This is an optimization exercise on Yosys and OpenROAD, whose aim is small area, not a production implementation. Only simulation tests tie the RTL to the original design; equivalence was not proved. Power and IR drop assume default switching activity.

job 2502:
// DDRControlModule
module DDRControlModule(input clk, input reset,
    input  io_init_calib_complete,
    input  io_mig_data_valid,
    input  io_mig_rdy,
    input  io_mig_wdf_rdy,
    input [127:0] io_data_from_mig,
    input  io_ram_en,
    input  io_ram_write,
    input [29:0] io_ram_addr,
    input [255:0] io_data_to_ram,
    output[2:0] io_cmd_to_mig,
    output io_app_en,
    output io_ram_rdy,
    output io_app_wdf_wren,
    output io_app_wdf_end,
    output[26:0] io_addr_to_mig,
    output[127:0] io_data_to_mig,
    output[255:0] io_data_to_cpu,
    output[4:0] io_state_to_cpu
);
  reg  [4:0]   state;
  reg  [5:0]   counter;
  reg          ram_write_old;
  reg  [21:0]  ram_addr_old;
  reg  [127:0] lo;
  reg  [127:0] hi;
  wire c = io_init_calib_complete;
  wire v = io_mig_data_valid;
  wire s0  = state == 5'd0;
  wire s16 = state[4] & ~state[0];
  wire s17 = state[4] & state[0];
  wire lowst = ~state[4];
  wire [3:0] sl = state[3:0];
  wire ge1  = counter != 6'd0;
  wire ge3  = counter >= 6'd3;
  wire ge4  = counter >= 6'd4;
  wire ge60 = counter >= 6'd60;
  wire hit  = ~io_ram_addr[25] & (ram_addr_old == io_ram_addr[24:3]) &
              (ram_write_old == io_ram_write);
  wire move = io_ram_en & ~hit;
  wire rsel = state[4] | (state[3] & state[2]);
  wire hsel = state[3] | (state[1] & ~state[2]);
  wire sa = ~rsel & ~hsel;
  wire sb = ~rsel & hsel;
  ...
For scale: roughly 1300 cells after synthesis, roughly 290 flip-flops, about 850 I/O pins, about 13000 µm² of cells after synthesis.
export LEC_CHECK = 0
export CAP_MARGIN = 20
export CORE_AREA = 5 5 245 245
export DIE_AREA = 0 0 250 250
export PLACE_DENSITY = 0.85
export SLEW_MARGIN = 20
export SYNTH_HIERARCHICAL = 1
create_clock -name core_clock -period 7.0 [get_ports {clk}]
standard.sh (not shown) runs the stock make flow with config.mk's settings and CLKGATE_MAP_FILE= SYNTH_SCRIPT=/design/flow/synth_recipe.tcl, a recipe that flattens the netlist after the stock synthesis.
==> flow/flow/run.sh <==
#!/bin/bash
# Own layout flow: the standard flow (standard.sh, unchanged synthesis) with
#  - port buffers made of the smallest buffer cell (buf_1) instead of ORFS's default pick,
#  - a clock tree of clkbuf_8 with sink clusters of up to 16 and no dummy loads.
# Each ORFS step writes its own log under orfs/logs; make's output goes to flow_make.log.
set -euo pipefail
export BUFFER_PORTS_ARGS="-buffer_cell sky130_fd_sc_hd__buf_1"
export CTS_ARGS="-sink_clustering_enable -repair_clock_nets -sink_clustering_size 16 -sink_clustering_max_diameter 60 -buf_list sky130_fd_sc_hd__clkbuf_8 -dont_use_dummy_load"
bash standard.sh finish > flow_make.log 2>&1
Having completed the whole flow, job 2502 delivered a layout that passed the timing, DRC and antenna checks.
Modified inputs, job 4402 compared to job 2502
Settings: PLACE_DENSITY no longer set, was 0.85.
==> flow/flow/run.sh <==
#!/bin/bash
set -euo pipefail
export BUFFER_PORTS_ARGS="-buffer_cell sky130_fd_sc_hd__buf_1"
export CTS_ARGS="-sink_clustering_enable -repair_clock_nets -sink_clustering_size 16 -sink_clustering_max_diameter 60 -buf_list sky130_fd_sc_hd__clkbuf_8 -dont_use_dummy_load"
bash standard.sh finish > flow_make.log 2>&1
Maximum fanout along the worst path grows by more than a quarter when moving from job 2502 to job 4402.
Between job 4402 and job 2502, global-route track usage on met1 is higher for job 4402, job 2502 comes in under that.
Re final period demand of the worst path: job 4402 is 0.76 ns down on job 2502.
Of job 4402 and job 2502, the run reporting the lower delay of the slowest cell on the worst path was job 4402.
Job 4402 and job 2502 ended up with roughly the same total power.
On register-to-register slack: between job 4402 and job 2502, it ends up lower for job 2502.
--- input diff job 4402..job 157 ---
Settings: CTS_CLUSTER_SIZE: unset -> 40; CTS_BUF_LIST: unset -> sky130_fd_sc_hd__clkbuf_8.
==> flow/run.sh (new file) <==
#!/bin/bash
# synth_recipe.tcl (not shown) runs the flow's synth.tcl, then flattens the netlist and writes it again
# the make line also repeats each setting of config.mk as NAME=value (left out here)
make -C /OpenROAD-flow-scripts/flow DESIGN_CONFIG=/design/flow/config.mk WORK_HOME=/design/flow/orfs CLKGATE_MAP_FILE= SYNTH_SCRIPT=/design/flow/synth_recipe.tcl finish
removed: flow/flow/run.sh
removed: flow/standard.sh
## What came out
Diff job 4402 -> job 157: estimated wirelength of the detail-placed design up about 9%, cell count higher, fraction of area in multi-input gates decreased by 9.2 points relative to the old numbers. For job 4402, the cell kind with the greatest summed area was multi-input gates, unlike job 157, where it was buffers. Total die area of job 157 is on par with job 4402. Delta (job 157 minus job 4402): sequential logic power moved up; number of global-route vias before repair moved up; count of nets after finishing moved up. Compared to job 4402, the routing of job 157 uses more wire. On worst supply voltage drop on vdd: job 157 sits above job 4402.
#### Input delta (job 3701 over job 157)
Settings: CTS_CLUSTER_SIZE no longer set, was 40; CTS_BUF_LIST no longer set, was sky130_fd_sc_hd__clkbuf_8.
==> flow/flow/run.sh (new file) <==
#!/bin/bash
# Own layout flow: the standard flow (standard.sh, unchanged synthesis) with
#  - port buffers made of the smallest buffer cell (buf_1) instead of ORFS's default pick,
#  - a clock tree of clkbuf_8 with sink clusters of up to 16 and no dummy loads.
# Each ORFS step writes its own log under orfs/logs; make's output goes to flow_make.log.
set -euo pipefail
export BUFFER_PORTS_ARGS="-buffer_cell sky130_fd_sc_hd__buf_1"
export CTS_ARGS="-sink_clustering_enable -repair_clock_nets -sink_clustering_size 16 -sink_clustering_max_diameter 60 -buf_list sky130_fd_sc_hd__clkbuf_8 -dont_use_dummy_load"
bash standard.sh finish > flow_make.log 2>&1
==> flow/standard.sh (new file) <==
#!/bin/bash
# synth_recipe.tcl (not shown) runs the flow's synth.tcl, then flattens the netlist and writes it again
# the make line also repeats each setting of config.mk as NAME=value (left out here)
make -C /OpenROAD-flow-scripts/flow DESIGN_CONFIG=/design/flow/config.mk WORK_HOME=/design/flow/orfs CLKGATE_MAP_FILE= SYNTH_SCRIPT=/design/flow/synth_recipe.tcl "${@:-finish}"
removed: flow/run.sh
### Flow results
- Every stage of the flow completed for job 3701, and the final layout passed the timing, DRC and antenna checks.
- Min power of the sequential group across job 3701 and job 157: job 3701
- Diff job 157..job 3701 | clock transition at the registers of the reported paths | negligible
- Worst path setup slack after routing up 0.60 ns in job 3701 wrt job 157
- Job 3701 vs job 157 — largest driver fanout on the critical path climbed by more than a quarter
- Cell with the biggest individual delay on the critical path = sky130_fd_sc_hd__buf_4: job 3701; cell with the biggest individual delay on the critical path = sky130_fd_sc_hd__dfxtp_1: job 157
- Combinational power (lower): job 3701
- Compared with job 157, job 3701 shows power that has gone down by more than 10%.
- On non-clock buffer count, job 3701 and job 157 are basically level.
- Looking at flip-flop and latch share of the layout cell area, job 3701 sits 8.5 points above job 157.
- Side by side, worst-margin pin slew turned out higher in job 3701 than in job 157.
- Net switching share of the total power for job 3701 is higher than for job 157.
--- input diff job 3701..job 5210 ---
Settings: DIE_AREA: 0 0 250 250 -> 0 0 320 320; CORE_AREA: 5 5 245 245 -> 5 5 315 315.
==> flow/run.sh (new file) <==
#!/bin/bash
# synth_recipe.tcl (not shown) runs the flow's synth.tcl, then flattens the netlist and writes it again
# the make line also repeats each setting of config.mk as NAME=value (left out here)
make -C /OpenROAD-flow-scripts/flow DESIGN_CONFIG=/design/flow/config.mk WORK_HOME=/design/flow/orfs CLKGATE_MAP_FILE= SYNTH_SCRIPT=/design/flow/synth_recipe.tcl finish
removed: flow/flow/run.sh
removed: flow/standard.sh
[summary]
- Compare job 5210 and job 3701 | routed wirelength normalized by instance count lower: job 3701
- Total placed instance area: job 5210 and job 3701 compared, lower one is job 3701
- Of the two values seen for cell with the largest stage delay on the worst path, sky130_fd_sc_hd__a222oi_1 was produced by job 5210 and sky130_fd_sc_hd__buf_4 by job 3701.
- Of job 5210 and job 3701, the run reporting the higher final wirelength was job 5210.
- Compared with job 3701, job 5210 instantiates a larger number of cells.
## Diff of input files: job 3207 against job 5210
Settings: DIE_AREA: 0 0 320 320 -> 0 0 240 240; CORE_AREA: 5 5 315 315 -> 5 5 235 235.
==> flow/flow/run.sh (new file) <==
#!/bin/bash
# Own layout flow: the standard flow (standard.sh, unchanged synthesis) with
#  - port buffers made of the smallest buffer cell (buf_1) instead of ORFS's default pick,
#  - a clock tree of clkbuf_8 with sink clusters of up to 16 and no dummy loads.
# Each ORFS step writes its own log under orfs/logs; make's output goes to flow_make.log.
set -euo pipefail
export BUFFER_PORTS_ARGS="-buffer_cell sky130_fd_sc_hd__buf_1"
export CTS_ARGS="-sink_clustering_enable -repair_clock_nets -sink_clustering_size 16 -sink_clustering_max_diameter 60 -buf_list sky130_fd_sc_hd__clkbuf_8 -dont_use_dummy_load"
bash standard.sh finish > flow_make.log 2>&1
==> flow/standard.sh (new file) <==
#!/bin/bash
# synth_recipe.tcl (not shown) runs the flow's synth.tcl, then flattens the netlist and writes it again
# the make line also repeats each setting of config.mk as NAME=value (left out here)
make -C /OpenROAD-flow-scripts/flow DESIGN_CONFIG=/design/flow/config.mk WORK_HOME=/design/flow/orfs CLKGATE_MAP_FILE= SYNTH_SCRIPT=/design/flow/synth_recipe.tcl "${@:-finish}"
removed: flow/run.sh
==> results.txt <==
- Worst reg-to-reg path cell count was higher in job 5210 than in job 3207.
- Job 3207 reports its largest cell class by area as multi-input gates while job 5210 reports buffers.
- Job 3207 completed end to end with timing, DRC and antenna clean.
- Taking job 5210 as the reference, in job 3207 overall power of the completed layout decreased 0.0024 W, utilization climbed 7.5 points.
- Job 3207 vs. job 5210: routed wire length now sits lower, wire length per cell after detailed routing now sits at about the same level, power in the clock group now sits lower, non-clock buffer count now sits lower, count of TritonRoute iterations in the first routing pass now sits higher.
- Diff job 5210 -> job 3207: final cell count without fillers -18%; fraction of layout instances using a drive strength above 1 now sits lower.

========
== build 47 ==
Starting RTL as in the previous note.
==> flow/config.mk <==
export PLATFORM = sky130hd
export DESIGN_NAME = DDRControlModule
export DESIGN_NICKNAME = DDRControlModule
export VERILOG_FILES = /design/flow/design.v
export SDC_FILE = /design/flow/constraint.sdc
export NUM_CORES = 4
export LEC_CHECK = 0
export CAP_MARGIN = 20
export CORE_AREA = 5 5 245 245
export DIE_AREA = 0 0 250 250
export SLEW_MARGIN = 20
export SYNTH_HIERARCHICAL = 1
==> flow/constraint.sdc <==
create_clock -name core_clock -period 7.0 [get_ports {clk}]
set_input_delay 1.4000 -clock core_clock [delete_from_list [all_inputs] [get_ports {clk}]]
set_output_delay 1.4000 -clock core_clock [all_outputs]
set_load 0.01 [all_outputs]
==> flow/flow/run.sh <==
#!/bin/bash
set -euo pipefail
export BUFFER_PORTS_ARGS="-buffer_cell sky130_fd_sc_hd__buf_1"
export CTS_ARGS="-sink_clustering_enable -repair_clock_nets -sink_clustering_size 30 -sink_clustering_max_diameter 80 -buf_list sky130_fd_sc_hd__clkbuf_16 -dont_use_dummy_load"
bash standard.sh finish > flow_make.log 2>&1
The following lists how build 67 was set up differently from build 47:
# build 47
export LEC_CHECK = 0
export CAP_MARGIN = 20
export CORE_AREA = 5 5 245 245
export DIE_AREA = 0 0 250 250
export SLEW_MARGIN = 20
export SYNTH_HIERARCHICAL = 1
create_clock -name core_clock -period 7.0 [get_ports {clk}]
# build 67
export LEC_CHECK = 0
export CAP_MARGIN = 20
export CORE_AREA = 5 5 235 235
export DIE_AREA = 0 0 240 240
export SLEW_MARGIN = 20
export SYNTH_HIERARCHICAL = 1
create_clock -name core_clock -period 7.0 [get_ports {clk}]
==> flow/flow/run.sh <==
#!/bin/bash
# Own layout flow: the standard flow (standard.sh, unchanged synthesis) with
#  - port buffers made of the smallest buffer cell (buf_1) instead of ORFS's default pick,
#  - a clock tree of clkbuf_8 with sink clusters of up to 16 and no dummy loads.
# Each ORFS step writes its own log under orfs/logs; make's output goes to flow_make.log.
set -euo pipefail
export BUFFER_PORTS_ARGS="-buffer_cell sky130_fd_sc_hd__buf_1"
export CTS_ARGS="-sink_clustering_enable -repair_clock_nets -sink_clustering_size 10 -sink_clustering_max_diameter 40 -buf_list sky130_fd_sc_hd__clkbuf_4 -dont_use_dummy_load"
bash standard.sh finish > flow_make.log 2>&1
--- outcome ---
Compare build 67 and build 47 | total power higher: build 47. Relative to build 47, non-clock buffer count has gone down in build 67. Clock-buffer cell count ended up 29 higher on build 67 than on build 47. Build 67 went all the way through synthesis, placement and routing and the layout is clean on timing, DRC and antenna. Clock skew: build 67 > build 47.
Setup changes, build 67 to build 59
# build 67
export LEC_CHECK = 0
export CAP_MARGIN = 20
export CORE_AREA = 5 5 235 235
export DIE_AREA = 0 0 240 240
export SLEW_MARGIN = 20
export SYNTH_HIERARCHICAL = 1
create_clock -name core_clock -period 7.0 [get_ports {clk}]
# build 59
export LEC_CHECK = 0
export CAP_MARGIN = 20
export CORE_AREA = 5 5 195 195
export DIE_AREA = 0 0 200 200
export SLEW_MARGIN = 20
export SYNTH_HIERARCHICAL = 1
create_clock -name core_clock -period 7.0 [get_ports {clk}]
diff --git a/flow/flow/run.sh b/flow/flow/run.sh
--- a/flow/flow/run.sh
+++ b/flow/flow/run.sh
@@ -6,4 +6,4 @@
 set -euo pipefail
 export BUFFER_PORTS_ARGS="-buffer_cell sky130_fd_sc_hd__buf_1"
-export CTS_ARGS="-sink_clustering_enable -repair_clock_nets -sink_clustering_size 10 -sink_clustering_max_diameter 40 -buf_list sky130_fd_sc_hd__clkbuf_4 -dont_use_dummy_load"
+export CTS_ARGS="-sink_clustering_enable -repair_clock_nets -sink_clustering_size 16 -sink_clustering_max_diameter 60 -buf_list sky130_fd_sc_hd__clkbuf_8 -dont_use_dummy_load"
 bash standard.sh finish > flow_make.log 2>&1
Notes after the runs:
- Stage in which a tool error killed build 59: 3_2_place_iop.
- Diff build 67..build 59 | async set or reset register ratio after synthesis | negligible
- Lower number of standard-cell rows in the floorplan among build 67 and build 59: build 59
- Comparing build 67 against build 59, there is no change at all in simple-gate share of the synthesized area.
- Delta (build 59 minus build 67): total of flip-flops plus latches after synthesis about even; synthesized-area fraction occupied by adder cells about even; area of the mapped netlist about even.
- When the final numbers for build 67 and build 59 were put side by side, the vertical die dimension turned out to be greater in build 67.
- Comparing build 59 against build 67, there is no change at all in compound-cell area share of the yosys netlist.
- Build 59 vs. build 67: average cell area after synthesis about even, die outline width decreased by 40 um relative to the old numbers.
- Initial standard-cell utilization of the core in build 59 is 12 points higher than in build 67
The following lists how build 17 was set up differently from build 59:
# build 59
export LEC_CHECK = 0
export CAP_MARGIN = 20
export CORE_AREA = 5 5 195 195
export DIE_AREA = 0 0 200 200
export SLEW_MARGIN = 20
export SYNTH_HIERARCHICAL = 1
create_clock -name core_clock -period 7.0 [get_ports {clk}]
# build 17
export LEC_CHECK = 0
export CAP_MARGIN = 20
export CORE_AREA = 5 5 245 245
export DIE_AREA = 0 0 250 250
export SLEW_MARGIN = 20
export SYNTH_HIERARCHICAL = 1
create_clock -name core_clock -period 7.0 [get_ports {clk}]
diff --git a/flow/flow/run.sh b/flow/flow/run.sh
--- a/flow/flow/run.sh
+++ b/flow/flow/run.sh
@@ -6,4 +6,4 @@
 set -euo pipefail
 export BUFFER_PORTS_ARGS="-buffer_cell sky130_fd_sc_hd__buf_1"
-export CTS_ARGS="-sink_clustering_enable -repair_clock_nets -sink_clustering_size 16 -sink_clustering_max_diameter 60 -buf_list sky130_fd_sc_hd__clkbuf_8 -dont_use_dummy_load"
+export CTS_ARGS="-sink_clustering_enable -repair_clock_nets -sink_clustering_size 24 -sink_clustering_max_diameter 100 -buf_list {sky130_fd_sc_hd__clkbuf_4 sky130_fd_sc_hd__clkbuf_8 sky130_fd_sc_hd__clkbuf_16} -dont_use_dummy_load"
 bash standard.sh finish > flow_make.log 2>&1
Build 17: no failed stages, no open violations at the end. Build 17 -> build 59: number of distinct library cells after synthesis delta 0, exact match. Comparing build 59 against build 17, there is no change at all in number of standard cells after synthesis. Measured against each other, build 17 and build 59 differ in height of the die, the higher figure coming from build 17. Note that the die width recorded for build 17 amounts to 1.3 times the value seen in build 59.
Inputs modified between build 17 and build 64:
# build 17
export LEC_CHECK = 0
export CAP_MARGIN = 20
export CORE_AREA = 5 5 245 245
export DIE_AREA = 0 0 250 250
export SLEW_MARGIN = 20
export SYNTH_HIERARCHICAL = 1
create_clock -name core_clock -period 7.0 [get_ports {clk}]
# build 64
export LEC_CHECK = 0
export CAP_MARGIN = 20
export CORE_AREA = 5 5 245 245
export DIE_AREA = 0 0 250 250
export GPL_ROUTABILITY_DRIVEN = 0
export GPL_TIMING_DRIVEN = 0
export SLEW_MARGIN = 20
export SYNTH_HIERARCHICAL = 1
create_clock -name core_clock -period 7.0 [get_ports {clk}]
diff --git a/flow/flow/run.sh b/flow/flow/run.sh
--- a/flow/flow/run.sh
+++ b/flow/flow/run.sh
@@ -6,4 +6,4 @@
 set -euo pipefail
 export BUFFER_PORTS_ARGS="-buffer_cell sky130_fd_sc_hd__buf_1"
-export CTS_ARGS="-sink_clustering_enable -repair_clock_nets -sink_clustering_size 24 -sink_clustering_max_diameter 100 -buf_list {sky130_fd_sc_hd__clkbuf_4 sky130_fd_sc_hd__clkbuf_8 sky130_fd_sc_hd__clkbuf_16} -dont_use_dummy_load"
+export CTS_ARGS="-sink_clustering_enable -repair_clock_nets -sink_clustering_size 16 -sink_clustering_max_diameter 60 -buf_list sky130_fd_sc_hd__clkbuf_8 -dont_use_dummy_load"
 bash standard.sh finish > flow_make.log 2>&1
Notes after the runs:
- Comparing combinational power for build 64 and build 17, the smaller number came from build 17.
- Diff build 17 -> build 64: cell area climbed 860 um^2; routed wire length lower.
- Critical path's slowest cell: sky130_fd_sc_hd__buf_4 -> build 17, sky130_fd_sc_hd__nor3_4 -> build 64
- Build 64 against build 17: design internal power now sits higher; count of pins over their slew limit now sits at about the same level; met3 wire length now sits lower.

[separate check: timing with driven ports]
Ports are ideal in the flow. The routed layouts listed here were re-timed in OpenROAD.
Step 1 assumes that a clkbuf_16 drives the clock port and a buf_2 every other input.
Step 2 adds t to the input delays and takes it off the output delays; t is the mean of the earliest and latest rising clock arrival at the registers after step 1. Input paths then give back, and output paths get back, about the clock's delay inside the block.
Three values: no drivers, after step 1, after step 2; two values: the first two.
run | t (ns) | setup WS [ns] | hold WS [ns] | latest minus earliest clock arrival (ns) | worst register clock-pin slew, ns
job 2502 | 0.641 | 1.401 / 1.401 / 1.401 | 0.471 / 0.471 / 0.471 | 0.071 / 0.071 | 0.11 / 0.11
job 4402 | 0.659 | 2.165 / 2.165 / 2.076 | 0.469 / 0.469 / 0.469 | 0.087 / 0.088 | 0.11 / 0.11
job 157 | 0.653 | 1.566 / 1.516 / 1.591 | 0.466 / 0.466 / 0.466 | 0.025 / 0.025 | 0.07 / 0.07
job 3701 | 0.659 | 2.165 / 2.165 / 2.076 | 0.469 / 0.469 / 0.469 | 0.087 / 0.088 | 0.11 / 0.11
job 5210 | 0.609 | 1.414 / 1.414 / 1.414 | 0.465 / 0.465 / 0.465 | 0.027 / 0.027 | 0.07 / 0.07
job 3207 | 0.654 | 1.665 / 1.665 / 1.665 | 0.464 / 0.464 / 0.464 | 0.090 / 0.090 | 0.10 / 0.10
build 47 | 0.587 | 2.154 / 2.154 / 1.975 | 0.466 / 0.466 / 0.466 | 0.056 / 0.057 | 0.10 / 0.10
build 67 | 0.753 | 1.604 / 1.604 / 1.604 | 0.468 / 0.468 / 0.468 | 0.082 / 0.082 | 0.11 / 0.11
build 17 | 0.583 | 2.100 / 2.100 / 1.950 | 0.469 / 0.469 / 0.469 | 0.059 / 0.059 | 0.10 / 0.10
build 64 | 0.629 | 1.360 / 1.360 / 1.360 | 0.470 / 0.470 / 0.470 | 0.075 / 0.075 | 0.10 / 0.10
After both steps every run listed still meets setup and hold. The setup slack of build 47, which loses most, moves by 0.000 ns with the drivers and by -0.179 ns with both steps.
